This design comes from an exercise in tuning for small area on the open sky130 flow, not from production work. No functional check of the RTL was part of any run shown here. Power and IR drop assume default switching activity.

==> flow/constraint.sdc <==
create_clock -name core_clock -period 10.0 [get_ports {clk_12m}]
set_input_delay 2.0000 -clock core_clock [delete_from_list [all_inputs] [get_ports {clk_12m}]]
set_output_delay 2.0000 -clock core_clock [all_outputs]
set_load 0.01 [all_outputs]
==> flow/design.v <==
module LED_shining (
input clk,
input rst_n,
output led1,
output led2,
output tick_kb,         
output [5:0] jcnt,
output c1s_zero,        
output c1s_last         
);
reg [8:0] i;
reg [5:0] j;
reg [3:0] k;
wire i_end = (i == 9'd299);
wire j_end = (j == 6'd39);
always @(posedge clk or negedge rst_n) begin
  if (!rst_n) begin
    i <= 9'd0; j <= 6'd0; k <= 4'd0;
  end else begin
    i <= i_end ? 9'd0 : i + 9'd1;
    if (i_end) begin
      j <= j_end ? 6'd0 : j + 6'd1;
      if (j_end) k <= (k == 4'd9) ? 4'd0 : k + 4'd1;
    end
  end
end
wire clkdiv = (j >= 6'd20);
assign led1 = clkdiv;
assign led2 = ~clkdiv;
assign tick_kb = i_end;
assign jcnt = j;
assign c1s_zero = (k == 4'd0) && (j == 6'd0) && (i == 9'd0);
assign c1s_last = (k == 4'd7) && j_end && i_end;
endmodule
module baud # (
		parameter				BPS_PARA = 1250
	)(
		input					clk,
		input					rst_n,
		input					bps_en,
		output	reg		bps_clk
	);
reg				[4:0]	cnt;
always @ (posedge clk or negedge rst_n) begin
	if(!rst_n)
		cnt <= 1'b0;
	else if((cnt >= BPS_PARA-1)||(!bps_en))
		cnt <= 1'b0;
	else
		cnt <= cnt + 1'b1;
end
always @ (posedge clk or negedge rst_n) begin
	if(!rst_n)
		bps_clk <= 1'b0;
	else if(cnt == (BPS_PARA>>1))
		bps_clk <= 1'b1;
	else
		bps_clk <= 1'b0;
end
endmodule
module uart_rx(
		input					clk,			 
		input					rst_n,			
		output	reg		bps_en,			
		input					bps_clk,		
		input					uart_rx,		 
		output	reg		rx_data_valid,	
		output	reg		[7:0]	rx_data_out		
	);	
reg	uart_rx0,uart_rx1,uart_rx2;	
always @ (posedge clk) begin
	uart_rx0 <= uart_rx;
	uart_rx1 <= uart_rx0;
	uart_rx2 <= uart_rx1;
end
wire	neg_uart_rx = uart_rx2 & ~uart_rx1;	
reg				[3:0]	num;			
always @ (posedge clk or negedge rst_n) begin
	if(!rst_n)
		bps_en <= 1'b0;
	else if(neg_uart_rx && (!bps_en))	 
		bps_en <= 1'b1;		
	else if(num==4'd9)		             
		bps_en <= 1'b0;			
end
reg				[7:0]	rx_data;
always @ (posedge clk or negedge rst_n) begin
	if(!rst_n) begin
		num <= 4'd0;
		rx_data <= 8'd0;
	end else if(bps_en) begin	
		if(bps_clk) begin			
			num <= num + 1'b1;
			if(num<=4'd8) rx_data[num-1] <= uart_rx1;  
		end else if(num == 4'd9) begin		           
			num <= 4'd0;				
		end
	end else begin
		num <= 4'd0;
	end
end
always @ (posedge clk or negedge rst_n) begin
	if(!rst_n) begin
		rx_data_out <= 8'd0;
		rx_data_valid <= 1'b0;
	end else if(num == 4'd9) begin	
		rx_data_out <= rx_data;
		rx_data_valid <= 1'b1;
	end else begin
		rx_data_out <= rx_data_out;
		rx_data_valid <= 1'b0;
	end
end
endmodule
module uart_tx(
		input					clk,				 
		input					rst_n,			
		output	reg		bps_en,			
		input					bps_clk,			
		input					tx_data_valid,	
		input			[7:0]	tx_data_in,		
		output	reg		uart_tx			 
	);
reg				[3:0]	num;
reg				[9:0]	tx_data_r;	
always @ (posedge clk or negedge rst_n) begin
	if(!rst_n) begin
		bps_en <= 1'b0;
		tx_data_r <= 10'd0;
	end else if(tx_data_valid && (!bps_en))begin	
		bps_en <= 1'b1;		
		tx_data_r <= {1'b1,tx_data_in,1'b0};	
	end else if(num==4'd10) begin	
		bps_en <= 1'b0;		 
	end
end
always @ (posedge clk or negedge rst_n) begin
	if(!rst_n) begin
		num <= 1'b0;
		uart_tx <= 1'b1;
	end else if(bps_en) begin
		if(bps_clk) begin
			num <= num + 1'b1;
			uart_tx <= tx_data_r[num];
		end else if(num>=4'd10) 
			num <= 4'd0;	
	end
end
endmodule
module uart_bus #(
		parameter				BPS_PARA = 20  	 
	)(
		input					clk,			 
		input					rst_n,			
		input					uart_rx,		 
		output				rx_data_valid,	
		output	[7:0]		rx_data_out,		
		input					tx_data_valid,	
		input			[7:0]	tx_data_in,		
		output				uart_tx			 
);	
wire					bps_en_rx,bps_clk_rx;
baud #(
		.BPS_PARA(BPS_PARA)
	)baud_rx(	
		.clk(clk),				 
		.rst_n(rst_n),			
		.bps_en(bps_en_rx),	
		.bps_clk(bps_clk_rx)	
	);
uart_rx uart_rx_uut(
		.clk(clk),							 
		.rst_n(rst_n),						
		.bps_en(bps_en_rx),				
		.bps_clk(bps_clk_rx),			
		.uart_rx(uart_rx),				 
		.rx_data_valid(rx_data_valid),
		.rx_data_out(rx_data_out)		
	);
wire					bps_en_tx,bps_clk_tx;
baud # (
		.BPS_PARA				(BPS_PARA		)
	) baud_tx(
		.clk(clk),				 
		.rst_n(rst_n),			
		.bps_en(bps_en_tx),	
		.bps_clk(bps_clk_tx)	
	);
uart_tx uart_tx_uut(
		.clk(clk),							 
		.rst_n(rst_n),						
		.bps_en(bps_en_tx),				
		.bps_clk(bps_clk_tx),			
		.tx_data_valid(tx_data_valid),
		.tx_data_in(tx_data_in),		
		.uart_tx(uart_tx)					 
	);
endmodule
module pwm #(
		parameter	WIDTH = 32	 
	)
	(
		input					clk,
		input					rst_n,
		input	[WIDTH-1:0]	cycle,	 
		input	[WIDTH-1:0]	duty,		 
		output	reg		pwm_out
);
reg	[WIDTH-1:0]	cnt;
always @(posedge clk or negedge rst_n)
	if(!rst_n) 
		cnt <= 1'b1;
	else if(cnt >= cycle) 
		cnt <= 1'b1;
	else 
		cnt <= cnt + 1'b1;
always @(posedge clk or negedge rst_n)
	if(!rst_n) 
		pwm_out <= 1'b1;
	else if(cnt < duty) 
		pwm_out <= 1'b1;
	else 
		pwm_out <= 1'b0;
endmodule
module music_to_tone
(
input			[4:0]	choose,
output	reg		[15:0]	cycle
);
always@(*) begin
	case(choose)
        5'd0: cycle = 16'd0; 
		5'd1: cycle = 16'd45872;	 
		5'd2: cycle = 16'd40858;	 
		5'd3: cycle = 16'd36408;	 
		5'd4: cycle = 16'd34364;	 
		5'd5: cycle = 16'd30612;	 
		5'd6: cycle = 16'd27273;	 
		5'd7: cycle = 16'd24296;	 
		5'd8: cycle = 16'd22931;	 
		5'd9: cycle = 16'd20432;	 
		5'd10: cycle = 16'd18201;	 
		5'd11: cycle = 16'd17180;	 
		5'd12: cycle = 16'd15306;	 
		5'd13: cycle = 16'd13636;	 
		5'd14: cycle = 16'd12148;	 
		5'd15: cycle = 16'd11478;	 
		5'd16: cycle = 16'd10215;	 
        5'd17: cycle = 16'd9105;	 
		5'd18: cycle = 16'd8596;	 
        5'd19: cycle = 16'd7654;	 
		5'd20: cycle = 16'd6819;	 
        5'd21: cycle = 16'd6073;	 
		default:  cycle = 16'd0;		 
	endcase
end
endmodule
module electric_piano(
		input				clk,
		input				rst_n,
		output reg  [6:0]	addr,
		output reg  [6:0]	addr_nxt,
		input    [4:0]	 data,
		input 	songs_choose,
		input	c1s_zero,       
		input	c1s_last,       
		output			beeper
	);
wire [15:0]	cycle;
reg	 [4:0]	note_c;
reg no_flag;
music_to_tone u2(
		.choose(note_c),
		.cycle(cycle)
);
pwm #(
		.WIDTH(16)
	) u3(
		.clk(clk),
		.rst_n(rst_n),
		.cycle(cycle),
		.duty(cycle>>1),
		.pwm_out(beeper)
);
reg songs_temp;
always @(posedge clk or negedge rst_n)
	if(!rst_n)
		songs_temp <= 1'b0;
	else
		songs_temp <= songs_choose;
always @(posedge clk or negedge rst_n)
	if(!rst_n)
		note_c <= 5'd0;
	else if(no_flag)
		note_c <= data;
	else
		note_c <= 5'd0;
wire last = c1s_last;
always @(*)
	if(songs_temp != songs_choose)
		addr_nxt = songs_choose ? 7'd48 : 7'd0;
	else if(addr == 7'd47 && !songs_choose && last)
		addr_nxt = 7'd0;
	else if(addr == 7'd83 && songs_choose && last)
		addr_nxt = 7'd48;
	else if(last)
		addr_nxt = addr + 7'd1;
	else
		addr_nxt = addr;
always @(posedge clk or negedge rst_n)
	if(!rst_n)
		addr <= 7'd0;
	else
		addr <= addr_nxt;
always @(posedge clk or negedge rst_n)
	if(!rst_n)
		no_flag <= 1'b0;
	else if(c1s_zero)
		no_flag <= 1'b1;
	else if(last)
		no_flag <= 1'b0;
endmodule
module music_store_ram (
    input            clk,
    input            rst_n,
    input      [6:0] addra,
    input      [4:0] dina,
    input            dina_new,     
    input            W_EN,
    input      [6:0] addrb,
    input      [6:0] addrb_nxt,
    output reg [4:0] doutb
);
reg [6:0] ph;
always @(posedge clk)
    ph <= (ph >= 7'd83) ? 7'd0 : ph + 7'd1;
reg  [5*84-1:0] sr;
wire [4:0] rout = sr[5*84-1 -: 5];
wire [6:0] am1  = addra - 7'd1;
wire       cmt  = (ph == addra) || (ph == am1 && addra != 7'd0 && !dina_new);
wire [4:0] rin  = cmt ? dina : rout;
always @(posedge clk)
    sr <= {sr[5*83-1:0], rin};
reg [4:0] M0, M48, M;
wire [4:0] M0n  = (W_EN && addra == 7'd0)  ? dina : M0;
wire [4:0] M48n = (W_EN && addra == 7'd48) ? dina : M48;
always @(posedge clk) begin
    M0  <= M0n;
    M48 <= M48n;
    if (addrb_nxt != addrb) begin
        if (addrb_nxt == 7'd0) M <= M0n;
        else if (addrb_nxt == 7'd48) M <= M48n;
    end else if (W_EN && addra == addrb)
        M <= dina;
    else if (ph == addrb)
        M <= rin;
end
always @(posedge clk or negedge rst_n) begin
    if (!rst_n)
        doutb <= 5'd0;
    else if (!W_EN)
        doutb <= M;
end
endmodule
module array_keyboard #
(
	parameter			CNT_200HZ = 600
)
(
	input					clk,
	input					rst_n,
	input			[3:0]	col,
	input					tick_kb,
	input			[5:0]	jcnt,
	output reg	[3:0]	row,
	output		[2:0]	key_out,
	output reg			key_pulse
);
	wire			tick_200hz = tick_kb;
	wire			clk_200hz = jcnt[0];
	wire			fall_200hz = tick_200hz & clk_200hz;
	wire	[2:0]	jp1 = jcnt[2:0] + 3'd1;
	wire	[1:0]	c_state = jp1[2:1];
	always @(*)
		case (c_state)
			2'd0: row = 4'b1110;
			2'd1: row = 4'b1101;
			2'd2: row = 4'b1011;
			default: row = 4'b0111;
		endcase
	reg	[15:0]	key,key_r,kout;
	assign key_out = kout[2:0];
	wire [3:0] kout_g = c_state == 2'd0 ? kout[ 3: 0] :
	                    c_state == 2'd1 ? kout[ 7: 4] :
	                    c_state == 2'd2 ? kout[11: 8] : kout[15:12];
	wire [3:0] key_g  = c_state == 2'd0 ? key[ 3: 0] :
	                    c_state == 2'd1 ? key[ 7: 4] :
	                    c_state == 2'd2 ? key[11: 8] : key[15:12];
	wire [3:0] keyr_g = c_state == 2'd0 ? key_r[ 3: 0] :
	                    c_state == 2'd1 ? key_r[ 7: 4] :
	                    c_state == 2'd2 ? key_r[11: 8] : key_r[15:12];
	always@(posedge clk or negedge rst_n) begin
		if(!rst_n) begin
			kout <= 16'hffff; key_r <= 16'hffff; key <= 16'hffff;
		end else if(fall_200hz) begin
			case(c_state)
				2'd0: begin kout[ 3: 0] <= key_r[ 3: 0]|key[ 3: 0]; key_r[ 3: 0] <= key[ 3: 0]; key[ 3: 0] <= col; end
				2'd1: begin kout[ 7: 4] <= key_r[ 7: 4]|key[ 7: 4]; key_r[ 7: 4] <= key[ 7: 4]; key[ 7: 4] <= col; end
				2'd2: begin kout[11: 8] <= key_r[11: 8]|key[11: 8]; key_r[11: 8] <= key[11: 8]; key[11: 8] <= col; end
				2'd3: begin kout[15:12] <= key_r[15:12]|key[15:12]; key_r[15:12] <= key[15:12]; key[15:12] <= col; end
			endcase
		end
	end
	always@(posedge clk or negedge rst_n)
		if(!rst_n)
			key_pulse <= 1'b0;
		else
			key_pulse <= fall_200hz && |(kout_g & ~(keyr_g | key_g));
endmodule
module In_Out_Handle (input				clk,
                      input				rst_n,
                      input		[3:0]	col,
                      output	 [3:0]	row,
                      input         uart_rx,
                      output        uart_tx,
                      output	reg				rx_data_valid_temp,
                      output	reg		[7:0]	rx_data_out_temp,
                      input					    tx_data_valid_temp,
                      input			    [7:0]	tx_data_in_temp,
                      output led_song,
                      input tick_kb,
                      input [5:0] jcnt,
                      input c1s_zero,
                      input c1s_last,
                      output			beeper);
    wire rx_data_valid;
    wire [7:0]	rx_data_out;
    reg tx_data_valid;
    reg [1:0] tx_code;                  
    wire [7:0] tx_data_in = {1'b0, |tx_code, 4'b0000, tx_code};
    reg tx_data_valid_here;
    reg tx_data_in_here;                
    reg rx_data_valid_here;
    reg [4:0] rx_data_out_here;
    reg songs_choose;
    assign led_song = songs_choose;
    reg [6:0] rx_addr_in_index;
    wire [6:0] addr_out_index;
    wire [6:0] addr_out_nxt;
    wire [4:0] out_data;
    reg W_EN;
    reg finished_music_RX;
    reg back_music_RX;
    reg switch_pulse;
    wire [2:0] key_out;
    wire       key_pulse;
    array_keyboard u1(
    .clk(clk),
    .rst_n(rst_n),
    .col(col),
    .tick_kb(tick_kb),
    .jcnt(jcnt),
    .row(row),
    .key_out(key_out),
    .key_pulse(key_pulse)
    );
reg [1:0]switch_counters;
always @ (posedge clk or negedge rst_n)
    if (!rst_n)
        switch_counters <= 0;
    else if(switch_pulse==1'b1)
        switch_counters <= switch_counters +1'd1;
    else if(switch_counters == 2'd2)
        switch_counters <= 0;
always @ (posedge clk or negedge rst_n)
    if (!rst_n)  begin
        songs_choose <= 1'b0;
        switch_pulse <= 1'b0;
    end
    else if(!key_out[0] && key_pulse)
        songs_choose <= 1'b1 ;
    else if(!key_out[1]  && key_pulse)
        songs_choose <= 1'b0 ;
    else if(!key_out[2] && key_pulse)
        switch_pulse <= 1'b1;
    else if(switch_counters==2'd1)
        switch_pulse <= 1'b0;
    uart_bus u2(
    .clk(clk),
    .rst_n(rst_n),
    .uart_rx(uart_rx),
    .rx_data_valid(rx_data_valid),
    .rx_data_out(rx_data_out),
    .tx_data_valid(tx_data_valid),
    .tx_data_in(tx_data_in),
    .uart_tx(uart_tx)
    );
    electric_piano u_electric_piano(
    .clk(clk),
    .rst_n(rst_n),
    .addr(addr_out_index),
    .addr_nxt(addr_out_nxt),
    .data(out_data),
    .songs_choose(songs_choose),
    .c1s_zero(c1s_zero),
    .c1s_last(c1s_last),
    .beeper(beeper)
    );
    music_store_ram u_music_store_ram(
    .clk(clk),
    .rst_n(rst_n),
    .addra(rx_addr_in_index),
    .dina(rx_data_out_here),
    .dina_new(rx_data_valid_here),
    .W_EN(W_EN),
    .addrb(addr_out_index),
    .addrb_nxt(addr_out_nxt),
    .doutb(out_data)
    );
always @ (posedge clk or negedge rst_n)
    if (!rst_n)  begin
      rx_data_out_temp <= 0;
      rx_data_valid_temp <= 0;
      rx_data_out_here <= 0;
      rx_data_valid_here <=0;
    end
    else if(W_EN) begin
         rx_data_out_here <= rx_data_out[4:0];
         rx_data_valid_here <= rx_data_valid;
         rx_data_valid_temp <= 0;
    end
    else begin
        rx_data_out_temp <= rx_data_out;
        rx_data_valid_temp <= rx_data_valid;
        rx_data_valid_here <= 0;
    end
always @ (posedge clk or negedge rst_n)
    if (!rst_n)  begin
         tx_data_valid <= 1'b0;
         tx_code <= 2'd0;
    end
    else if(switch_pulse) begin
         tx_data_valid<= 1'b1;
         tx_code <= 2'd2;
    end
    else if(!W_EN) begin
         tx_data_valid<= tx_data_valid_temp;
         tx_code <= {1'b0, tx_data_in_temp[0]};
    end
    else begin
         tx_data_valid<= tx_data_valid_here;
         tx_code <= {tx_data_in_here, 1'b0};
    end
always @ (posedge clk or negedge rst_n)
    if (!rst_n)   begin
        W_EN <= 1'b1;
        tx_data_valid_here <= 1'b0;
        tx_data_in_here <= 1'b0;
    end
    else if(back_music_RX) begin
        W_EN <= 1'b0;
        tx_data_valid_here <= 1'b0;
      end
    else if(finished_music_RX) begin
        tx_data_valid_here <= 1'b1;
        tx_data_in_here <= 1'b1;
    end
always @ (posedge clk or negedge rst_n)
    if (!rst_n)
        back_music_RX <= 1'b0;
    else if(finished_music_RX)
        back_music_RX <= 1'b1;
always @ (posedge clk or negedge rst_n)
    if (!rst_n)  begin
        rx_addr_in_index <= 7'd0;
        finished_music_RX          <= 1'b0;
    end
    else if (rx_addr_in_index == 7'd83)
        finished_music_RX          <= 1'b1;
    else if (rx_data_valid_here)
        rx_addr_in_index <= rx_addr_in_index + 7'd1;
endmodule
module row_ram (
    input            clk,
    input            rst_n,
    input            we,
    input      [8:0] p,
    input            p_chg,
    input      [7:0] x,
    input      [8:0] r,
    input            r_inc,
    output reg [7:0] doutb
);
reg  [5:0] ph;
always @(posedge clk)
    ph <= ph + 6'd1;
wire [7:0] rout [0:7];
wire [7:0] rin  [0:7];
wire       cmt;
wire [2:0] cseg;
wire [7:0] cdat;
genvar g;
generate
    for (g = 0; g < 7; g = g + 1) begin : seg
        reg [8*64-1:0] sr;
        always @(posedge clk)
            sr <= {sr[8*63-1:0], rin[g]};
        assign rout[g] = sr[8*64-1 -: 8];
        assign rin[g]  = (cmt && cseg == g) ? cdat : rout[g];
    end
endgenerate
reg [8*32-1:0] sr7;
always @(posedge clk)
    sr7 <= {sr7[8*31-1:0], rin[7]};
assign rout[7] = sr7[8*32-1 -: 8];
assign rin[7]  = (cmt && cseg == 3'd7) ? cdat : rout[7];
function at_end;
    input [8:0] a;
    input [5:0] ph_;
    at_end = (a[8:6] == 3'd7) ? (a[4:0] == ph_[4:0]) : (a[5:0] == ph_);
endfunction
reg lv;
reg       o1v, o2v;
reg [8:0] o1a, o2a;
reg [7:0] o1d, o2d;
wire push   = p_chg && (lv || we);
wire o1hit  = o1v && (o1a == p);
wire o2hit  = o2v && (o2a == p);
wire c1     = o1v && at_end(o1a, ph);
wire c2     = o2v && at_end(o2a, ph) && !c1;
assign cmt  = c1 || c2;
assign cseg = c1 ? o1a[8:6] : o2a[8:6];
assign cdat = c1 ? o1d : o2d;
wire put1 = push && (o1hit || (!o2hit && !o1v));
wire put2 = push && !put1 && (o2hit || !o2v);
always @(posedge clk or negedge rst_n)
    if (!rst_n) begin
        lv  <= 1'b0;
        o1v <= 1'b0;
        o2v <= 1'b0;
    end else begin
        lv  <= p_chg ? 1'b0 : (lv || we);
        o1v <= put1 ? 1'b1 : (c1 ? 1'b0 : o1v);
        o2v <= put2 ? 1'b1 : (c2 ? 1'b0 : o2v);
    end
always @(posedge clk) begin
    if (put1) begin o1a <= p; o1d <= x; end
    if (put2) begin o2a <= p; o2d <= x; end
end
wire [8:0] q = r + 9'd1;
wire [7:0] qmerged = (lv && p == q)        ? x   :
                     (o1v && o1a == q)     ? o1d :
                     (o2v && o2a == q)     ? o2d : rout[q[8:6]];
wire wq = we && (p == q);
reg [7:0] Z, C, N;
always @(posedge clk) begin
    if (we && p == 9'd0) Z <= x;
    if (wq) N <= x;
    else if (at_end(q, ph)) N <= qmerged;
    if (r_inc) C <= wq ? x : N;
    else if (we && p == r) C <= x;
    if (!we) doutb <= (r == 9'd0) ? Z : C;
end
endmodule
module uart_to_ram (input wire clk_12m,
                    input wire clk,
                    input wire rst_n,
                    input	wire				rx_data_valid,
                    input	wire		[7:0]	rx_data_out,
                    input wire [8:0] addr_out_index,
                    input wire addr_out_inc,
                    input	wire show_row_done,
                    output	reg				tx_data_valid,
                    output	wire	[7:0]	tx_data_out,
                    output wire [7:0] out_data,
                    output reg [8:0] col_pos,
                    output reg W_EN,
                    output reg row_finished_flag);
    parameter SIZE_WIDTH_MAX = 9'd479;
    reg [8:0] addr_in_index;
    reg [8:0]  length_index;
    reg tx_a;                           
    assign tx_data_out = {1'b0, tx_a, 5'b00000, tx_a};
    reg show_row_done_flag;
    reg show_row_done_flag2;
    always @ (posedge clk_12m or negedge rst_n) begin
        if (!rst_n)
            length_index <= 9'd0;
        else if (length_index == 9'd480)
            length_index <= 9'd0;
        else if (rx_data_valid == 1'b1)
            length_index <= length_index + 9'd1;
    end
    wire at_max = (addr_in_index == SIZE_WIDTH_MAX);
    wire addr_chg = show_row_done_flag ? (addr_in_index != 9'd0) : (!at_max && rx_data_valid);
    always @ (posedge clk_12m or negedge rst_n)
        if (!rst_n)  begin
            addr_in_index <= 9'd0;
            W_EN          <= 1'b0;
        end
        else if (show_row_done_flag)
            addr_in_index <= 9'd0;
        else if (at_max)
            W_EN <= 1'b0;
        else if (rx_data_valid) begin
            addr_in_index <= addr_in_index + 9'd1;
            W_EN          <= 1'b1;
        end
    always @ (posedge clk or negedge rst_n)
        if (!rst_n)
            row_finished_flag <= 1'b0;
        else
            row_finished_flag <= (length_index == 9'd480);
    always @ (posedge clk or negedge rst_n)
        if (!rst_n)  begin
            col_pos            <= 9'd0;
            show_row_done_flag <= 1'd0;
        end
        else if (col_pos == 9'd320)
            col_pos <= 0;
        else if (show_row_done) begin
            col_pos <= col_pos + 9'd1;
            show_row_done_flag <= 1'd1;
        end
        else if (show_row_done_flag2)
            show_row_done_flag <= 1'd0;
    always @ (posedge clk_12m or negedge rst_n)
        if (!rst_n)  begin
            tx_a                <= 1'b0;
            tx_data_valid       <= 1'b0;
            show_row_done_flag2 <= 1'b0;
        end
        else if (show_row_done_flag == 1'b1) begin
            tx_data_valid       <= 1'b1;
            tx_a                <= 1'b1;
            show_row_done_flag2 <= 1'b1;
        end
        else begin
            tx_data_valid       <= 1'b0;
            show_row_done_flag2 <= 1'b0;
        end
    row_ram u_row_ram
    (.clk(clk),
    .rst_n(rst_n),
    .we(W_EN | rx_data_valid),
    .p(addr_in_index),
    .p_chg(addr_chg),
    .x(rx_data_out),
    .r(addr_out_index),
    .r_inc(addr_out_inc),
    .doutb(out_data)
    );
endmodule
module  lcd_write
(
    input   wire            sys_clk_50MHz       ,
    input   wire            sys_rst_n           ,
    input   wire    [8:0]   data                ,
    input   wire            en_write            ,
    output  reg             wr_done             ,
    output  wire            cs                  ,
    output  wire            dc                  ,
    output  reg             sclk                ,
    output  reg             mosi                
);
parameter CPOL = 1'b0;  
parameter CPHA = 1'b0;  
parameter DELAY_TIME = 3'd4;  
parameter CNT_SCLK_MAX = 4'd4;  
parameter STATE0 = 4'b0_001;
parameter STATE1 = 4'b0_010;
parameter STATE2 = 4'b0_100;
parameter DONE   = 4'b1_000;
reg     [3:0]   state;
reg     [2:0]   cnt_delay;
reg     [3:0]   cnt1;
reg     [2:0]   cnt_sclk;
reg             sclk_flag;
reg             state2_finish_flag;
always@(posedge sys_clk_50MHz or negedge sys_rst_n)
    if(!sys_rst_n)
        state <= STATE0;
    else
        case(state)
            STATE0 : state <= (en_write) ? STATE1 : STATE0; 
            STATE1 : state <= (cnt_delay == DELAY_TIME) ? STATE2 : STATE1; 
            STATE2 : state <= (state2_finish_flag) ? DONE : STATE2;
            DONE   : state <= STATE0;
        endcase
always@(posedge sys_clk_50MHz or negedge sys_rst_n)
    if(!sys_rst_n)
        cnt_delay <= 'd0;
    else if(state ==  DONE)
        cnt_delay <= 'd0;
    else if(state == STATE1 && cnt_delay < DELAY_TIME)
        cnt_delay <= cnt_delay + 1'b1;
    else
        cnt_delay <= 'd0;
always@(posedge sys_clk_50MHz or negedge sys_rst_n)
    if(!sys_rst_n)
        cnt1 <= 'd0;
    else if(state == STATE1)
        cnt1 <= 'd0;
    else if(state == STATE2 && cnt_sclk == CNT_SCLK_MAX)
        cnt1 <= cnt1 + 1'b1;
always@(posedge sys_clk_50MHz or negedge sys_rst_n)
    if(!sys_rst_n)
        cnt_sclk <= 'd0;
    else if(cnt_sclk == CNT_SCLK_MAX)
        cnt_sclk <= 'd0;
    else if(state == STATE2 && cnt_sclk < CNT_SCLK_MAX)
        cnt_sclk <= cnt_sclk + 1'b1;
always@(posedge sys_clk_50MHz or negedge sys_rst_n)
    if(!sys_rst_n)
        sclk_flag <= 1'b0;
    else if(CPHA == 1'b1 && state == STATE1 && (cnt_delay == DELAY_TIME - 1'b1))
        sclk_flag <= 1'b1;
    else if(cnt_sclk == CNT_SCLK_MAX - 1'b1)
        sclk_flag <= 1'b1;
    else
        sclk_flag <= 1'b0;
always@(posedge sys_clk_50MHz or negedge sys_rst_n)
    if(!sys_rst_n)
        state2_finish_flag <= 1'b0;
    else if(cnt1 == 'd15 && (cnt_sclk == CNT_SCLK_MAX - 1'b1))
        state2_finish_flag <= 1'b1;
    else
        state2_finish_flag <= 1'b0;
always@(posedge sys_clk_50MHz or negedge sys_rst_n)
    if(!sys_rst_n)
        sclk <= 1'b0;
    else if(CPOL == 1'b1 && state == STATE0)
        sclk <= 1'b1;
    else if(CPOL == 1'b0 && state == STATE0)
        sclk <= 1'b0;
    else if(sclk_flag)   
        sclk <= ~sclk;
    else
        sclk <= sclk;
always@(posedge sys_clk_50MHz or negedge sys_rst_n)
    if(!sys_rst_n)
        mosi <= 1'b0;
    else if(state == STATE0)
        mosi <= 1'b0;
    else if(state == STATE1 && cnt_delay == CNT_SCLK_MAX)
        mosi <= data[7];
    else if(state == STATE2 && sclk_flag)
        case(cnt1)
            1 : mosi <= data[6];
            3 : mosi <= data[5];
            5 : mosi <= data[4];
            7 : mosi <= data[3];
            9 : mosi <= data[2];
            11: mosi <= data[1];
            13: mosi <= data[0];
            15: mosi <= 1'b0;
            default: mosi <= mosi;
        endcase
    else 
        mosi <= mosi;
always@(posedge sys_clk_50MHz or negedge sys_rst_n)
    if(!sys_rst_n)
        wr_done <= 1'b0;
    else if(state == DONE)
        wr_done <= 1'b1;
    else
        wr_done <= 1'b0;
assign cs = (state == STATE2) ? 1'b0 : 1'b1;
assign dc = data[8]; 
endmodule
module  control
(
    input   wire             sys_clk_50MHz       ,   
    input   wire             sys_rst_n           ,
    input   wire     [8:0]   init_data           ,
    input   wire             en_write_init       ,
    input   wire             init_done           ,
    input   wire     [8:0]   show_pic_data      ,
    input   wire             en_write_show_pic  ,
	input   wire				  show_pic_done,
    output reg [8:0]col_pos,
	 output  reg             show_pic_flag      ,
    output  reg      [8:0]   data                ,
    output  reg              en_write      
);
reg     [1:0]   cnt1;
always@(posedge sys_clk_50MHz or negedge sys_rst_n)
    if(!sys_rst_n)
        col_pos <= 9'd0;
    else if(show_pic_done && col_pos< 9'd319)
        col_pos <=col_pos+9'd1;
    else 
        col_pos <=col_pos;
always@(posedge sys_clk_50MHz or negedge sys_rst_n)
    if(!sys_rst_n)
        data <= 'd0;
    else if(init_done == 1'b0)
        data <= init_data;
    else if(init_done == 1'b1)
        data <= show_pic_data;
    else
        data <= data;
always@(posedge sys_clk_50MHz or negedge sys_rst_n)
    if(!sys_rst_n)
        en_write <= 'd0;
    else if(init_done == 1'b0)
        en_write <= en_write_init ;
    else if(init_done == 1'b1)
        en_write <= en_write_show_pic;
    else
        en_write <= en_write;
always@(posedge sys_clk_50MHz or negedge sys_rst_n)
    if(!sys_rst_n)
        cnt1 <= 'd0;
    else if(show_pic_flag)
        cnt1 <= 'd0;
    else if(init_done && cnt1 < 'd3)
        cnt1 <= cnt1 + 1'b1;
    else
        cnt1 <= cnt1;
always@(posedge sys_clk_50MHz or negedge sys_rst_n)
    if(!sys_rst_n)
        show_pic_flag <= 1'b0;
    else if(cnt1 == 'd2 || show_pic_done)
        show_pic_flag <= 1'b1;
    else
        show_pic_flag <= 1'b0;        
endmodule
module lcd_init
 #( 
     parameter   TIME100MS    = 23'd5_000,   
                 TIME150MS    = 23'd7_500,   
                 TIME120MS    = 23'd6_000,   
                 TIMES4MAX    = 18'd493 ,   
                 DATA_IDLE    = 9'b0_0000_0000
 )
(
    input   wire            sys_clk_50MHz ,
    input   wire            sys_rst_n     ,
    input   wire            wr_done       ,
    output  reg             lcd_rst       ,
    output  reg     [8:0]   init_data     ,
    output  wire            en_write      ,
    output  wire            init_done
);
parameter   WHITE   = 16'hFFFF,
            BLACK   = 16'h0000,	  
            BLUE    = 16'h001F,  
            BRED    = 16'hF81F,
            GRED 	= 16'hFFE0,
            GBLUE	= 16'h07FF,
            RED     = 16'hF800,
            MAGENTA = 16'hF81F,
            GREEN   = 16'h07E0,
            CYAN    = 16'h7FFF,
            YELLOW  = 16'hFFE0,
            BROWN 	= 16'hBC40, 
            BRRED 	= 16'hFC07, 
            GRAY  	= 16'h8430; 
reg [5:0]   state;
parameter   S0_DELAY100MS         = 6'b000_001, 
            S1_DELAY50MS          = 6'b000_010,
            S2_WR_90              = 6'b000_100,
            S3_DELAY120MS         = 6'b001_000,
            S4_WR_DIRECTION_CLEAR = 6'b010_000,
            DONE                  = 6'b100_000;
reg [12:0]  cnt_150ms;
reg         lcd_rst_high_flag;
reg [5:0]   cnt_s2_num;
reg         cnt_s2_num_done; 
reg [8:0]  cnt_s4_num;
reg         cnt_s4_num_done;   
always@(posedge sys_clk_50MHz or negedge sys_rst_n)
    if(!sys_rst_n)
        state <= S0_DELAY100MS;
    else
        case(state)
            S0_DELAY100MS:
                state <= (cnt_150ms == TIME100MS) ? S1_DELAY50MS : S0_DELAY100MS;
            S1_DELAY50MS:
                state <= (cnt_150ms == TIME150MS) ? S2_WR_90 : S1_DELAY50MS;
            S2_WR_90:
                state <= (cnt_s2_num_done) ? S3_DELAY120MS : S2_WR_90;
            S3_DELAY120MS:
                state <= (cnt_150ms == TIME120MS) ? S4_WR_DIRECTION_CLEAR : S3_DELAY120MS; 
            S4_WR_DIRECTION_CLEAR:
                state <= (cnt_s4_num_done) ? DONE : S4_WR_DIRECTION_CLEAR;
            DONE:
                state <= DONE;
            default:
                state <= S0_DELAY100MS;
        endcase
always@(posedge sys_clk_50MHz or negedge sys_rst_n)
    if(!sys_rst_n)
        cnt_150ms <= 13'd0;
    else if(state == S0_DELAY100MS || state == S1_DELAY50MS || state == S3_DELAY120MS )
        cnt_150ms <= cnt_150ms + 1'b1;
    else
        cnt_150ms <= 13'd0;
always@(posedge sys_clk_50MHz or negedge sys_rst_n)
    if(!sys_rst_n)
        lcd_rst_high_flag <= 1'b0;
    else if(state == S0_DELAY100MS && (cnt_150ms == TIME100MS - 1'b1))
        lcd_rst_high_flag <= 1'b1;
    else
        lcd_rst_high_flag <= 1'b0;
always@(posedge sys_clk_50MHz or negedge sys_rst_n)
    if(!sys_rst_n)
        lcd_rst <= 1'b0;
    else if(lcd_rst_high_flag)
        lcd_rst <= 1'b1;
    else
        lcd_rst <= lcd_rst;
always@(posedge sys_clk_50MHz or negedge sys_rst_n)
    if(!sys_rst_n)
        cnt_s2_num <= 6'd0;
    else if(state != S2_WR_90)
        cnt_s2_num <= 6'd0;
    else if(wr_done && state == S2_WR_90)
        cnt_s2_num <= cnt_s2_num + 1'b1;
    else
        cnt_s2_num <= cnt_s2_num;
always@(posedge sys_clk_50MHz or negedge sys_rst_n)
    if(!sys_rst_n)
        cnt_s2_num_done <= 1'b0;
    else if(cnt_s2_num == 7'd57 && wr_done == 1'b1)
        cnt_s2_num_done <= 1'b1;
    else
        cnt_s2_num_done <= 1'b0;
always@(posedge sys_clk_50MHz or negedge sys_rst_n)
    if(!sys_rst_n)
        init_data <= DATA_IDLE;
    else if(state == S2_WR_90)
        case(cnt_s2_num)     
				7'd0:  init_data <= 9'h011 ;
            7'd1:  init_data <= 9'h036 ;
				7'd2:  init_data <= 9'h100 ;
            7'd3 :  init_data <= 9'h03a ; 
            7'd4 :  init_data <= 9'h105 ;                        
            7'd5 :  init_data <= 9'h0b2 ;                        
            7'd6 :  init_data <= 9'h10c ;                        
            7'd7 :  init_data <= 9'h10c ;  
            7'd8 :  init_data <= 9'h100 ;                        
            7'd9 :  init_data <= 9'h133 ;                        
            7'd10 :  init_data <= 9'h133 ;                        
            7'd11 :  init_data <= 9'h0b7 ;                        
            7'd12 :  init_data <= 9'h135 ;  
            7'd13:  init_data <= 9'h0bb ;                        
            7'd14:  init_data <= 9'h132 ;                        
            7'd15:  init_data <= 9'h0c2 ;                        
            7'd16:  init_data <= 9'h101 ;  
            7'd17:  init_data <= 9'h0c3 ;                        
            7'd18:  init_data <= 9'h115 ;                        
            7'd19:  init_data <= 9'h0c4 ;                        
            7'd20:  init_data <= 9'h120 ;                        
            7'd21:  init_data <= 9'h0c6 ;                        
            7'd22:  init_data <= 9'h10f ;	
            7'd23:  init_data <= 9'h0d0 ;                        
            7'd24:  init_data <= 9'h1a4 ;  
            7'd25:  init_data <= 9'h1a1 ;                        
            7'd26:  init_data <= 9'h0e0 ;                        
            7'd27:  init_data <= 9'h1d0 ;  
            7'd28:  init_data <= 9'h108 ;                        
            7'd29:  init_data <= 9'h10e ;  
            7'd30:  init_data <= 9'h109 ;                        
            7'd31:  init_data <= 9'h109 ;  
            7'd32:  init_data <= 9'h105 ;                        
            7'd33:  init_data <= 9'h131 ;                        
            7'd34:  init_data <= 9'h133 ;  
            7'd35:  init_data <= 9'h148 ;                        
            7'd36:  init_data <= 9'h117 ;  
            7'd37:  init_data <= 9'h114 ;                        
            7'd38:  init_data <= 9'h115 ;				
            7'd39:  init_data <= 9'h131 ;                        
            7'd40:  init_data <= 9'h134 ;  
            7'd41:  init_data <= 9'h0e1 ;                        
            7'd42:  init_data <= 9'h1d0 ;                        
            7'd43:  init_data <= 9'h108 ;  
            7'd44:  init_data <= 9'h10e ;                        
            7'd45:  init_data <= 9'h109 ;                        
            7'd46:  init_data <= 9'h109 ;  
            7'd47:  init_data <= 9'h115 ;                        
            7'd48:  init_data <= 9'h131 ;  
            7'd49:  init_data <= 9'h133 ;                        
            7'd50:  init_data <= 9'h148 ;  
            7'd51:  init_data <= 9'h117 ;                        
            7'd52:  init_data <= 9'h114 ;                        
            7'd53:  init_data <= 9'h115 ;                        
            7'd54:  init_data <= 9'h131 ;                        
            7'd55:  init_data <= 9'h134 ;                        
            7'd56:  init_data <= 9'h021 ;                        
            7'd57:  init_data <= 9'h029 ;
            default: init_data <= DATA_IDLE;
        endcase
    else if(state == S4_WR_DIRECTION_CLEAR)
        case(cnt_s4_num)
            'd0 :  init_data <= 9'h029;
            'd1 :  init_data <= 9'h036;
            'd2 :  init_data <= 9'h100;
            'd3 :  init_data <= 9'h02a;
            'd4 :  init_data <= 9'h100;
            'd5 :  init_data <= 9'h100;
            'd6 :  init_data <= 9'h100;
            'd7 :  init_data <= 9'h1ef;
            'd8 :  init_data <= 9'h02b;
            'd9 :  init_data <= 9'h100;
            'd10:  init_data <= 9'h100;
            'd11:  init_data <= 9'h101;
            'd12:  init_data <= 9'h13f;
            'd13:  init_data <= 9'h02c;
            default : 
                if(cnt_s4_num >= 'd14 && cnt_s4_num[0] == 0)
                    init_data <= {1'b1,WHITE[15:8]};
                else if(cnt_s4_num >= 'd14 && cnt_s4_num[0] == 1)
                    init_data <= {1'b1,WHITE[7:0]};
                else
                    init_data <= DATA_IDLE;
        endcase
    else
        init_data <= DATA_IDLE;
always@(posedge sys_clk_50MHz or negedge sys_rst_n)
    if(!sys_rst_n)
        cnt_s4_num <= 9'd0;
    else if(state != S4_WR_DIRECTION_CLEAR)
        cnt_s4_num <= 9'd0;
    else if(wr_done && state == S4_WR_DIRECTION_CLEAR)
        cnt_s4_num <= cnt_s4_num + 1'b1;
    else                   
        cnt_s4_num <= cnt_s4_num;
always@(posedge sys_clk_50MHz or negedge sys_rst_n)
    if(!sys_rst_n)
        cnt_s4_num_done <= 1'b0;
    else if(cnt_s4_num == TIMES4MAX && wr_done == 1'b1)
        cnt_s4_num_done <= 1'b1;
    else
        cnt_s4_num_done <= 1'b0;  
assign en_write = (state == S2_WR_90 || state == S4_WR_DIRECTION_CLEAR) ? 1'b1 : 1'b0;      
assign init_done = (state == DONE) ? 1'b1 : 1'b0;        
endmodule
module lcd_show_row (input wire sys_clk,
                     input wire sys_rst_n,
                     input wire wr_done,
                     input wire show_pic_flag,        
                     input wire [8:0] col_pos,
                     input wire [7:0] rom_q,
                     output wire [8:0] rom_addr,
                     output wire rom_inc,
                     output wire [8:0] show_pic_data, 
                     output wire show_pic_done,
                     output wire en_write_show_pic);
    parameter SIZE_WIDTH_MAX  = 9'd479;
    parameter SIZE_LENGTH_MAX = 9'd319;
    parameter STATE0 = 4'b0_001;
    parameter STATE1 = 4'b0_010;
    parameter STATE2 = 4'b0_100;
    parameter DONE   = 4'b1_000;
    reg  [3:0] state;
    reg          the1_wr_done;
    reg  [3:0] cnt_set_windows;
    reg          state1_finish_flag;
    reg  [2:0] cnt_rom_prepare;
    reg  [15:0] temp;
    reg          length_num_flag;
    reg  [8:0] cnt_length_num;
    reg  [9:0] cnt_wr_color_data;
    reg  [8:0] data;
    wire         state2_finish_flag;
    reg [8:0] col_pos_temp;
    always @(*)
        col_pos_temp <= col_pos+1'b1;
    always @(posedge sys_clk or negedge sys_rst_n)
        if (!sys_rst_n) state <= STATE0;
        else
        case (state)
            STATE0: state <= (show_pic_flag) ? STATE1 : STATE0;
            STATE1: state <= (state1_finish_flag) ? STATE2 : STATE1;
            STATE2: state <= (state2_finish_flag) ? DONE : STATE2;
            DONE:   state <= STATE0;
        endcase
        always @(posedge sys_clk or negedge sys_rst_n)
            if (!sys_rst_n) the1_wr_done   <= 1'b0;
            else if (wr_done) the1_wr_done <= 1'b1;
            else the1_wr_done              <= 1'b0;
    always @(posedge sys_clk or negedge sys_rst_n)
        if (!sys_rst_n) cnt_set_windows <= 'd0;
        else if (state == STATE1 && the1_wr_done) cnt_set_windows <= cnt_set_windows + 1'b1;
        else cnt_set_windows <= cnt_set_windows;
    always @(posedge sys_clk or negedge sys_rst_n)
        if (!sys_rst_n) state1_finish_flag <= 1'b0;
        else if (cnt_set_windows == 'd10 && the1_wr_done) state1_finish_flag <= 1'b1;
        else state1_finish_flag <= 1'b0;
    reg en_state2_flag;
    always@(posedge sys_clk or negedge sys_rst_n)
        if (!sys_rst_n)  en_state2_flag <= 1'b0;
        else if (state == STATE2) en_state2_flag<= 1'b1;
        else if (state == DONE) en_state2_flag<= 1'b0;
        else en_state2_flag <= en_state2_flag;
    reg [8:0] rom_data_index;
    assign rom_addr = rom_data_index;
    assign rom_inc  = state == STATE2 && the1_wr_done && rom_data_index < SIZE_WIDTH_MAX;
    always @(posedge sys_clk or negedge sys_rst_n)
        if (!sys_rst_n) rom_data_index <= 0;
        else if (state == STATE0)  rom_data_index <= 0;
        else if (state == STATE2 && the1_wr_done && rom_data_index < SIZE_WIDTH_MAX)  rom_data_index <= rom_data_index+1'b1;
        else  rom_data_index <= rom_data_index;
    always @(posedge sys_clk)
        temp <= {temp[7:0],rom_q};
    always@(posedge sys_clk or negedge sys_rst_n)
        if (!sys_rst_n)
            length_num_flag <= 1'b0;
            else if (
            state == STATE2 &&
            rom_data_index == SIZE_WIDTH_MAX &&
            the1_wr_done
            )
            length_num_flag <= 1'b1;
        else
            length_num_flag <= 1'b0;
    always @(posedge sys_clk or negedge sys_rst_n)
        if (!sys_rst_n) data <= 9'h000;
        else if (state == STATE1)
        case (cnt_set_windows)
            0: data       <= 9'h02A;
            1: data       <= {1'b1, 8'h00};
            2: data       <= {1'b1, 8'h00};
            3: data       <= {1'b1, 8'h00};
            4: data       <= {1'b1, 8'hef};   
            5: data       <= 9'h02B;
            6: data       <= {1'b1, 7'h00,col_pos[8]};
            7: data       <= {1'b1, col_pos[7:0]};
            8: data       <= {1'b1, 7'h00,col_pos_temp[8]};
            9: data       <= {1'b1, col_pos_temp[7:0]};   
            10: data      <= 9'h02C;
            default: data <= 9'h000;
        endcase
        else if (state == STATE2)
        data <= {1'b1,temp[15:8]};
    else data <= data;
    assign state2_finish_flag = (
    (
    (rom_data_index == SIZE_WIDTH_MAX)
    ) &&
    length_num_flag
    ) ? 1'b1 : 1'b0;
    assign show_pic_data     = data;
    assign en_write_show_pic = (state == STATE1 || en_state2_flag) ? 1'b1 : 1'b0;
    assign show_pic_done     = (state == DONE) ? 1'b1 : 1'b0;
endmodule
module  picture_display
(
    input           	clk			,
    input               clk_50MHz,
    input           	rst_n		   ,
    input               rx_data_valid,
    input               [7:0]	rx_data_out,
    output              tx_data_valid,
    output               [7:0]	tx_data_in,
    output          	lcd_rst     ,
	output				lcd_blk		,
    output          	lcd_dc      ,
    output          	lcd_sclk    ,
    output          	lcd_mosi    ,
    output          	lcd_cs      
);
wire    [8:0]   data;   
wire            en_write;
wire            wr_done; 
wire    [8:0]   init_data;
wire            en_write_init;
wire            init_done;
wire            en_size            ;
wire            show_pic_flag     ;
wire    [6:0]   ascii_num          ;
wire    [8:0]   start_x            ;
wire    [8:0]   start_y            ;
wire    [8:0]   show_pic_data     ;
wire            en_write_show_pic  ;
wire            show_char_done     ;  
wire     [8:0]  rom_addr;
wire    [7:0]   rom_q; 
wire show_pic_done;
wire rom_inc;
wire [8:0]col_pos;
assign			lcd_blk = 1'b1;
wire W_EN;
wire row_finished_flag;
lcd_write  lcd_write_inst
(
    .sys_clk_50MHz(clk_50MHz	  ),
    .sys_rst_n    (rst_n  		  ),
    .data         (data         ),
    .en_write     (en_write     ),
    .wr_done      (wr_done      ),
    .cs           (lcd_cs       ),
    .dc           (lcd_dc       ),
    .sclk         (lcd_sclk     ),
    .mosi         (lcd_mosi     )
);
control  control_inst
(
    .sys_clk_50MHz          (clk_50MHz 	       ), 
    .sys_rst_n              (rst_n		          ),
    .init_data              (init_data           ),
    .en_write_init          (en_write_init       ),
    .init_done              (init_done           ),
    .show_pic_data         (show_pic_data      ),
    .en_write_show_pic     (en_write_show_pic  ),
    .show_pic_done   (show_pic_done),
	.show_pic_flag	      (show_pic_flag     ),
    .data                   (data                ),
    .en_write               (en_write            )
);
lcd_init  lcd_init_inst
(
    .sys_clk_50MHz(clk_50MHz		),
    .sys_rst_n    (rst_n	     ),
    .wr_done      (wr_done      ),
    .lcd_rst      (lcd_rst      ),
    .init_data    (init_data    ),
    .en_write     (en_write_init),
    .init_done    (init_done    )
);
reg show_temp;
always@(posedge clk or negedge rst_n)
    if(!rst_n)
        show_temp <= 1'b0;
    else if(show_pic_flag)
        show_temp <= 1'b1;
    else if(row_finished_flag)
        show_temp <= 1'b0;
    else
    show_temp <=show_temp;
lcd_show_row u_lcd_show_row
(
    .sys_clk			(clk_50MHz    ),
    .sys_rst_n        	(rst_n        ),
    .wr_done          	(wr_done      ),
    .show_pic_flag    	(show_temp && row_finished_flag), 
	.col_pos  (col_pos),
	.rom_addr	 		(rom_addr), 
	.rom_inc			(rom_inc),
	.rom_q				(rom_q),
	.show_pic_data    	(show_pic_data     ),   
    .en_write_show_pic  (en_write_show_pic ),
    .show_pic_done   (show_pic_done)  
);
uart_to_ram  u_uart_to_ram
(
    .clk_12m(clk),
    .clk(clk_50MHz),
    .rst_n(rst_n),
    .rx_data_valid(rx_data_valid),
    .rx_data_out(rx_data_out),
    .addr_out_index(rom_addr),
    .addr_out_inc(rom_inc),
    .show_row_done(show_pic_done),
    .tx_data_valid(tx_data_valid),
    .tx_data_out(tx_data_in),
    .out_data(rom_q),
    .col_pos(col_pos),
    .W_EN(W_EN),
    .row_finished_flag(row_finished_flag)
                   );
endmodule
module top (
input clk_12m,       
input rst_n,     
output led1,     
output led2,      
output          	lcd_rst     ,
output				lcd_blk		,
output          	lcd_dc      ,
output          	lcd_sclk    ,
output          	lcd_mosi    ,
output          	lcd_cs   ,
input				uart_rx,		 
output				uart_tx,
input		[3:0]	col,
output	    [3:0]	row,
output led_song,
output			    beeper
);
wire  clk_48m = clk_12m;
wire tick_kb, c1s_zero, c1s_last;
wire [5:0] jcnt;
LED_shining  u_LED_shining (
    .clk                     ( clk_12m     ),
    .rst_n                   ( rst_n   ),
    .led1                    ( led1  ),
    .led2                    (     ),
    .tick_kb                 ( tick_kb ),
    .jcnt                    ( jcnt ),
    .c1s_zero                ( c1s_zero ),
    .c1s_last                ( c1s_last )
);
assign led2 = led1;
wire rx_data_valid;
wire [7:0]	rx_data_out;
wire tx_data_valid;
wire [7:0]	tx_data_in;
picture_display u_picture_display(
    .clk		( clk_12m)	,
    .clk_50MHz ( clk_48m)	,
    .rst_n		 (rst_n)  ,
    .rx_data_valid(rx_data_valid),
    .rx_data_out(rx_data_out),
    .tx_data_valid(tx_data_valid),
    .tx_data_in(tx_data_in),
    .lcd_rst     (lcd_rst),
	.lcd_blk	(lcd_blk)	,
    .lcd_dc      (lcd_dc),
    .lcd_sclk    (lcd_sclk),
    .lcd_mosi    (lcd_mosi),
    .lcd_cs  (lcd_cs)
);
In_Out_Handle  u_In_Out_Handle(
    .clk(clk_12m),
    .rst_n(rst_n),
    .col(col),
    .row(row),
    .uart_rx(uart_rx),
    .uart_tx(uart_tx),
    .rx_data_valid_temp(rx_data_valid),
    .rx_data_out_temp(rx_data_out),
    .tx_data_valid_temp(tx_data_valid),
    .tx_data_in_temp(tx_data_in),
    .led_song(led_song),
    .tick_kb(tick_kb),
    .jcnt(jcnt),
    .c1s_zero(c1s_zero),
    .c1s_last(c1s_last),
    .beeper(beeper)
);
endmodule
==> flow/run.sh <==
#!/bin/bash
# synth_recipe.tcl (not shown) runs the flow's synth.tcl, then flattens the netlist and writes it again
# the make line also repeats each setting of config.mk as NAME=value (left out here)
make -C /OpenROAD-flow-scripts/flow DESIGN_CONFIG=/design/flow/config.mk WORK_HOME=/design/flow/orfs CLKGATE_MAP_FILE= SYNTH_SCRIPT=/design/flow/synth_recipe.tcl finish
==> flow/config.mk <==
export PLATFORM = sky130hd
export DESIGN_NAME = top
export DESIGN_NICKNAME = top
export VERILOG_FILES = /design/flow/design.v
export SDC_FILE = /design/flow/constraint.sdc
export NUM_CORES = 4
export LEC_CHECK = 0
export CAP_MARGIN = 20
export CORE_MARGIN = 2
export CORE_UTILIZATION = 40
export CTS_BUF_LIST = sky130_fd_sc_hd__clkbuf_16
export CTS_CLUSTER_DIAMETER = 50
export CTS_CLUSTER_SIZE = 25
export SLEW_MARGIN = 20
==> results of run 1 <==
==> cells by family (layout without fill, tap and decap cells) <==
kind of cell	count (synthesis)	after routing	synth area share (%)
DFF	4700	4700	87.56
and+or+nand+nor	945	945	4.206
AOI/OAI and AO/OA	479	479	2.697
buffers and inverters	248	715	0.8911
xor gates and xnor gates	202	202	1.694
muxes	164	164	1.732
adders and majority gates	107	107	1.215
other	1	7	0.003402
==> Yosys cell counts (all sizes together), types with 7 or more instances <==
library cell,instances
and4,9
nor2b,38
nand2,242
nand2b,32
nor2,274
dfxtp,4302
o21ai,139
clkbuf,119
or2,11
inv,100
dfstp,55
a21oi,139
o31ai,21
a21o,15
a211oi,19
mux2,114
and2,28
and3,25
or4,11
buf,28
mux2i,40
nand4,41
ha,107
nor4b,9
or3,11
nand3b,14
nor4,36
nor3,45
xnor2,106
edfxtp,71
mux4,10
a31oi,34
xor2,90
dfrtp,272
nor3b,11
nand3,97
o211ai,14
a22o,7
a22oi,14
o22ai,15
==> critical path, delay by kind of cell, from the launching register on <==
family / cells / cell delay [ns]
xor+xnor: 1 / 0.37
flops: 1 / 0.39
simple gates: 1 / 0.24
buf+inv: 2 / 0.52
fa+ha+maj: 1 / 0.27
==> power groups by stage <==
stage	sequential [uW]	combinational [uW]	clock, uW
after floorplan	19200	90.1	0
after global placement	19200	133	0
after detailed placement	19200	140	0
after CTS	18800	142	14200
after global routing	18800	159	14900
final	18800	137	13700
==> layer usage <==
| metal | GRT usage [%] | up-vias |
|---|---|---|
| met5 | 0 | - |
| met3 | 2.080 | 349 |
| met4 | 3.958 | 0 |
| li1 | - | 22716 |
| met1 | 15.41 | 21357 |
| met2 | 15.07 | 622 |
==> per-stage QoR <==
| stage | hold slack [ns] | total power, uW | instance area [um^2] | utilization (%) | setup WS [ns] |
|---|---|---|---|---|---|
| 6_report | 0.2691 | 32650 | 125900 | 45.97 | 5.365 |
| 2_1_floorplan | 0.3096 | 19310 | 110200 | - | 6.250 |
| 4_1_cts | 0.2592 | 33100 | 125800 | 45.95 | 5.302 |
| 3_3_place_gp | 0.3097 | 19360 | 114500 | 41.80 | 5.929 |
| 5_1_grt | 0.2614 | 33870 | 125900 | 45.96 | 5.169 |
| 3_5_place_dp | 0.3121 | 19370 | 114500 | 41.81 | 5.849 |
==> registers in the layout, summed over array words and instances (netlist names), 9 cells and up <==
signal and flops:
u_In_Out_Handle.u_music_store_ram.sr 420, u_LED_shining.i 9, u_picture_display.control_inst.data 9, u_picture_display.u_uart_to_ram.col_pos 9
u_picture_display.u_lcd_show_row.rom_data_index 9, u_picture_display.u_uart_to_ram.u_row_ram.seg.sr 3584, u_In_Out_Handle.u1.key 16, u_picture_display.u_uart_to_ram.u_row_ram.o1a 9
u_picture_display.u_lcd_show_row.temp 16, u_picture_display.lcd_init_inst.init_data 9, u_picture_display.lcd_init_inst.cnt_150ms 13, u_picture_display.u_uart_to_ram.addr_in_index 9
u_In_Out_Handle.u1.kout 16, u_picture_display.u_uart_to_ram.length_index 9, u_picture_display.u_uart_to_ram.u_row_ram.sr7 256, u_In_Out_Handle.u1.key_r 16
u_In_Out_Handle.u_electric_piano.u3.cnt 16, u_picture_display.lcd_init_inst.cnt_s4_num 9, u_picture_display.u_uart_to_ram.u_row_ram.o2a 9, u_picture_display.u_lcd_show_row.data 9
==> worst min-delay path by stage <==
| stage | from | end | slack (ns) |
|---|---|---|---|
| after detailed placement | u_In_Out_Handle.u_music_store_ram.sr[57] | u_In_Out_Handle.u_music_store_ram.sr[62] | 0.31 |
| after global placement | u_picture_display.u_uart_to_ram.u_row_ram.sr7[145] | u_picture_display.u_uart_to_ram.u_row_ram.sr7[153] | 0.31 |
| after floorplan | u_In_Out_Handle.u2.uart_rx_uut.uart_rx0 | u_In_Out_Handle.u2.uart_rx_uut.uart_rx1 | 0.31 |
| after global routing | u_In_Out_Handle.u_music_store_ram.sr[188] | u_In_Out_Handle.u_music_store_ram.sr[193] | 0.26 |
| final | u_In_Out_Handle.u_music_store_ram.sr[133] | u_In_Out_Handle.u_music_store_ram.sr[138] | 0.27 |
| after CTS | u_In_Out_Handle.u_music_store_ram.sr[173] | u_In_Out_Handle.u_music_store_ram.sr[178] | 0.26 |
==> layout make-up <==
cell class	instances	area, um^2
fillers	23374	148000
flip-flops and latches	4700	96510
multi-input cells	1898	12780
clock buffers	327	8183
well taps	3589	4491
clock inverters	247	3167
inverters	101	379.1
repair buffers	40	370.4
diodes	6	15.01
==> summary.txt, run 1 <==
Mean Syn Cell Area around 16 um^2; IO Port Bufs 20; routed wl met3 between 5000 and 6000 um; unrepaired setup endpoints after global routing no; Inserted Clock Buffers 322; top area cells in the synthesized netlist dfxtp_1, dfrtp_1, edfxtp_1; CTS Hold Bufs 0; register clock-pin slew on the reported worst setup and hold paths roughly 0.090 ns; maximum vdd drop between 0.15 and 0.2 mV; setup violators final 0; crit path launch u_LED_shining.j[1]; CP endpoint kind output port; number of synthesized flops with an enable pin 71; Ys Warns 17; TritonCTS clock tree built; Setup TNS 0 ns; combinational power share less than 1%; Site Rows roughly 190; Reg power frac approximately 58%; cell area after synthesis ~110000 um^2; post-route non-filler standard cell count around 11000; critical path cell sequence ha_1, xor2_1, and2_1, inv_1, clkdlybuf4s50_1; ANT nets after route 0; final slew viol count 0; Hold Fails Final Rpt 0; ys async rst share roughly 7.0%; die span in x 528.9 um; CTS sink cnt 4700; die area ~280000 um^2; R2R Path Start u_In_Out_Handle.u_electric_piano.note_c[3]; die height between 500 and 600 um; post-layout net count approximately 7200; GR Overflow Total 0; predominant post-synthesis flop cell dfxtp_1; clock skew ~0.087 ns; GPL Wtd Cong roughly 0.8; net switching power just under 7000 uW; largest net degree at the start of global routing 102; commonest non-fill, non-tap cell in the layout dfxtp_1; # IOs 22; Worst-Margin Slew 1.099 ns; relative slew slack 26.47%; Post-CTS Resized 0; Cells on Worst Hold Path 0; Synth Register Bits 4700; Synth top area share 78.14%; crit path kind reg2out; Internal Power between 20000 and 30000 uW; Clock Path Buffers 4; Max Cap Viol 0; cell count after placement a little over 10000; Worst EP required around 8.0 ns; Leak 0.05041 uW; Syn Nets 6960; Post-CTS Setup Bufs 0; Max FO, Critical Path 6; final WL ~150000 um; initial core utilization around two fifths; DR WL met2 roughly 60000 um; slowest cell delay on critical path ~0.47 ns; first-pass GRT wire length roughly 240000 um; Reg2Reg Setup Slack a little under 6 ns; Core ar. 273900 um^2; post-synth top area cell dfxtp_1; period utilization a little under half; DRC viols 0; register area share after synthesis 87.56%; cells after synthesis between 6000 and 7000; Crit-path slowest cell clkdlybuf4s50_1; 1st-iter DRT viols 2269; antenna violations before repair 8; final worst path period need ~4.6 ns; drt pass-1 iters 5; root buffer cell clkbuf_16; achievable frequency roughly 220 MHz; Via density between 4 and 5; vias in the first global route 44959; via count around 45000; status no timing/DRC/antenna violations; share of post-route cells with drive strength above 1 between 10 and 15%; Layout Area Growth over Synthesis 14.22%; path depth of the worst reg2reg path 14; most frequent cells in the layout dfxtp_1, clkbuf_16, nor2_1, dfrtp_1, nand2_1; Worst Setup EP row[2]; hold crit path type reg2reg; Net Sw Frac 21.17%; post-synth cell types 90; Setup crit start kind flip-flop; Clock power frac a little over two fifths; total track usage approximately a tenth; Clock Latency Late Sink about 0.87 ns; crit path DAT roughly 2.6 ns; routed length per instance between 10 and 15 um; wl on met1 between 70000 and 80000 um; uppermost routed layer met4; H-tree level count 5; Crit Reg-Reg Endpoint u_In_Out_Handle.u_electric_piano.u3.cnt[0]; Power Dens Cells 259.4 nW/um^2; Final HPWL DP approximately 85000 um
==> inputs of run 2 (changes only) <==
--- a/flow/config.mk
+++ b/flow/config.mk
@@ -9,6 +9,6 @@
 export CORE_MARGIN = 2
 export CORE_UTILIZATION = 40
 export CTS_BUF_LIST = sky130_fd_sc_hd__clkbuf_16
-export CTS_CLUSTER_DIAMETER = 50
-export CTS_CLUSTER_SIZE = 25
+export CTS_CLUSTER_DIAMETER = 35
+export CTS_CLUSTER_SIZE = 32
 export SLEW_MARGIN = 20
==> run 2 against run 1 <==
Compared with the run above:
- critical endpoint unchanged
- first-iteration DRC count rose by 2.4%
- sequential share of layout area fell by 2.8 points
- cell count rose by 2.4%
- total power rose by 12%
- flip-flop and latch count did not move
- register-to-register slack barely moved
- global-route usage rose by 0.21 points
- clock skew rose by 0.024 ns
- sequential power barely moved
- maximum frequency fell by 1.4%
- setup slack got worse by 0.064 ns
- via count rose by 2.2%
==> summary.txt, run 2 <==
most frequent cells in the layout dfxtp_1, clkbuf_16, nor2_1, dfrtp_1, nand2_1 (unchanged); Final HPWL DP 85140 um (unchanged); top area cells in the synthesized netlist dfxtp_1, dfrtp_1, edfxtp_1 (unchanged); Via density 4.120 (was 4.129); status no timing/DRC/antenna violations (unchanged); crit path DAT 2.70 ns (was 2.63 ns); net switching power 7852 uW (was 6912 uW); relative slew slack 25.75% (was 26.47%); final worst path period need 4.698 ns (was 4.635 ns); achievable frequency 212.8 MHz (was 215.8 MHz); Synth top area share 78.14% (unchanged); die span in x 528.9 um (unchanged); Synth Register Bits 4700 (unchanged); commonest non-fill, non-tap cell in the layout dfxtp_1 (unchanged); Max Cap Viol 0 (unchanged); Mean Syn Cell Area 16.10 um^2 (unchanged); Setup crit start kind flip-flop (unchanged); routed length per instance 13.42 um (was 13.44 um); cells after synthesis 6846 (unchanged); via count 46039 (was 45044); Leak 0.05270 uW (was 0.05041 uW); combinational power share 0.4% (about the same); Biggest register u_picture_display.u_uart_to_ram.u_row_ram.seg.sr (unchanged); unrepaired setup endpoints after global routing no (unchanged); Place WS 5.849 ns (unchanged); Inserted Clock Buffers 449 (was 322); hold slack 0.2488 ns (was 0.2691 ns); Clock power frac 48.0% (was 42.0%); initial core utilization 40.24% (unchanged); antenna violations before repair 11 (was 8); cell area after synthesis 110200 um^2 (unchanged); Power Dens Cells 278.9 nW/um^2 (was 259.4 nW/um^2); Post-CTS Resized 0 (unchanged); Site Rows 192 (unchanged); die area 279800 um^2 (unchanged); drt pass-1 iters 5 (unchanged); first-pass GRT wire length 244900 um (was 239900 um); Net Sw Frac 21.54% (was 21.17%); Worst-Margin Slew 1.110 ns (was 1.099 ns); number of synthesized flops with an enable pin 71 (unchanged); ys async rst share 6.957% (unchanged); period utilization 46.98% (was 46.35%); GPL Wtd Cong 0.8030 (unchanged); Max FO, Critical Path 6 (unchanged); predominant post-synthesis flop cell dfxtp_1 (unchanged); register clock-pin slew on the reported worst setup and hold paths 0.07 ns (was 0.09 ns); crit path kind reg2out (unchanged); vias in the first global route 46427 (was 44959); post-synth cell types 90 (unchanged); share of post-route cells with drive strength above 1 13.80% (was 10.94%); Post-CTS Setup Bufs 0 (unchanged); register area share after synthesis 87.56% (unchanged); final slew viol count 0 (unchanged); post-route non-filler standard cell count 11175 (was 10908); Internal Power 28600 uW (was 25740 uW); root buffer cell clkbuf_16 (unchanged); Ys Warns 17 (unchanged); Sequential Area 96510 um^2 (unchanged); ANT nets after route 0 (unchanged); max reg flops 3584 (unchanged); largest net degree at the start of global routing 102 (unchanged); IO Port Bufs 20 (unchanged); Crit-path slowest cell clkdlybuf4s50_1 (unchanged); final core utilization 47.72% (was 45.97%); Clock Latency Late Sink 0.92 ns (was 0.87 ns); post-route worst setup slack 5.302 ns (was 5.365 ns); hold crit path type reg2reg (unchanged); post-layout net count 7303 (was 7177); critical path cell sequence ha_1, xor2_1, and2_1, inv_1, clkdlybuf4s50_1 (unchanged); DRC viols 0 (unchanged); synth cell count leaders dfxtp_1, nor2_1, dfrtp_1, nand2_1 (unchanged); Syn Nets 6960 (unchanged); post-synth top area cell dfxtp_1 (unchanged); 1st-iter DRT viols 2324 (was 2269); Hold Fails Final Rpt 0 (unchanged); TritonCTS clock tree built (unchanged); Layout Area Growth over Synthesis 18.58% (was 14.22%); clock skew 0.1116 ns (was 0.08708 ns); total track usage 10.66% (was 10.45%); slowest cell delay on critical path 0.47 ns (about the same); cell count after placement 10327 (unchanged); Core ar. 273900 um^2 (unchanged); multi-input combinational cell area 12780 um^2 (unchanged); # IOs 22 (unchanged); final WL 150000 um (was 146600 um); leading cell type by number of instances after synthesis dfxtp_1 (unchanged); maximum vdd drop 0.1908 mV (was 0.1568 mV); CTS sink cnt 4700 (unchanged); Clock Path Buffers 4 (unchanged); H-tree level count 5 (unchanged); GR Overflow Total 0 (unchanged); CP endpoint kind output port (unchanged); Fillers 22932 (was 23374); CTS Hold Bufs 0 (unchanged); setup violators final 0 (unchanged); Largest regs u_picture_display.u_uart_to_ram.u_row_ram.seg.sr: 3584 flops, u_In_Out_Handle.u_music_store_ram.sr: 420 flops, u_picture_display.u_uart_to_ram.u_row_ram.sr7: 256 flops (unchanged); die height 528.9 um (unchanged); Setup TNS 0 ns (unchanged); Worst EP required 8.00 ns (about the same); Reg power frac 51.6% (was 57.6%)
[run 2: cell counts after synthesis]
Identical to the previous run, type by type.
[run 2: per-stage QoR]
step           instance area [um^2]  total power (uW)
4_1_cts                      130700             36930
2_1_floorplan                110200             19310
3_5_place_dp                 114500             19370
3_3_place_gp                 114500             19360
5_1_grt                      130700             37720
6_report                     130700             36450
[run 2: final cells by class]
| class | instances | share of cell area [%] |
|---|---|---|
| clock buffer | 452 | 8.654 |
| timing repair buffer | 39 | 0.2776 |
| inverter | 101 | 0.2901 |
| tap | 3589 | 3.436 |
| sequential | 4700 | 73.84 |
| multi-input combinational | 1898 | 9.776 |
| antenna | 7 | 0.01340 |
| clock inverter | 389 | 3.714 |
[run 2: per-layer routing]
metal	GRT usage [%]	share of wire [%]	vias up
met5	0	0	-
met4	4.515	3.2	0
met3	2.223	4.3	362
met2	15.47	42	721
met1	15.38	51	21828
li1	-	-	23128
[run 2: power groups by stage]
stage | combinational [uW] | clock (uW) | sequential [uW]
2_1_floorplan | 90.1 | 0 | 19200
3_3_place_gp | 133 | 0 | 19200
3_5_place_dp | 140 | 0 | 19200
4_1_cts | 142 | 18000 | 18800
5_1_grt | 160 | 18800 | 18800
6_report | 138 | 17500 | 18800
[run 2: final timing paths]
check                                                      startpoint                                           to  slack [ns]  depth (start not counted)
min reg2reg                 u_In_Out_Handle.u_music_store_ram.sr[188]    u_In_Out_Handle.u_music_store_ram.sr[193]        0.25                          0
min                         u_In_Out_Handle.u_music_store_ram.sr[188]    u_In_Out_Handle.u_music_store_ram.sr[193]        0.25                          0
max in group asynchronous                                       rst_n  u_In_Out_Handle.u_electric_piano.u3.cnt[13]        7.29                          2
max                                                u_LED_shining.j[1]                                       row[2]        5.30                          5
max reg2reg                u_In_Out_Handle.u_electric_piano.note_c[3]   u_In_Out_Handle.u_electric_piano.u3.cnt[0]        5.82                         14
min in group asynchronous                                       rst_n   u_In_Out_Handle.u_electric_piano.note_c[0]        1.19                          1
[run 2: logic make-up (layout without fill, tap and decap cells)]
kind of cell,after synthesis,after routing,synth area share (%)
flops,4700,4700,87.56
compound gates,479,479,2.697
buf+inv,248,981,0.8911
other cells,1,8,0.003402
xor+xnor,202,202,1.694
simple gates,945,945,4.206
mux,164,164,1.732
fa+ha+maj,107,107,1.215
[run 2: worst max-delay path, delay by kind of cell (launching register included)]
family                     cells  cell delay, ns
buffers and inverters          2            0.52
DFF                            1            0.39
xor gates and xnor gates       1            0.39
adders and majority gates      1            0.27
and+or+nand+nor                1            0.24

==> separate check: timing with driven ports <==
Ports are ideal in the flow. The routed layouts listed here were re-timed in OpenROAD.
Step 1 sets driving cells, clkbuf_16 on the clock port and buf_2 on the other inputs (assumed; they add their load-dependent delay and slew).
Step 2 also shifts input and output timing later by t, the mid clock arrival at the registers, as if the neighbouring blocks saw the same clock.
a / b / c = no drivers / after step 1 / after step 2; a / b = the first two.
run	shift t [ns]	slack for setup (ns)	worst setup path after step 2
run 1	0.908	5.365 / 5.278 / 5.806	register to register
run 2	0.948	5.302 / 5.216 / 5.817	register to register
After both steps setup and hold are still met in every run listed.
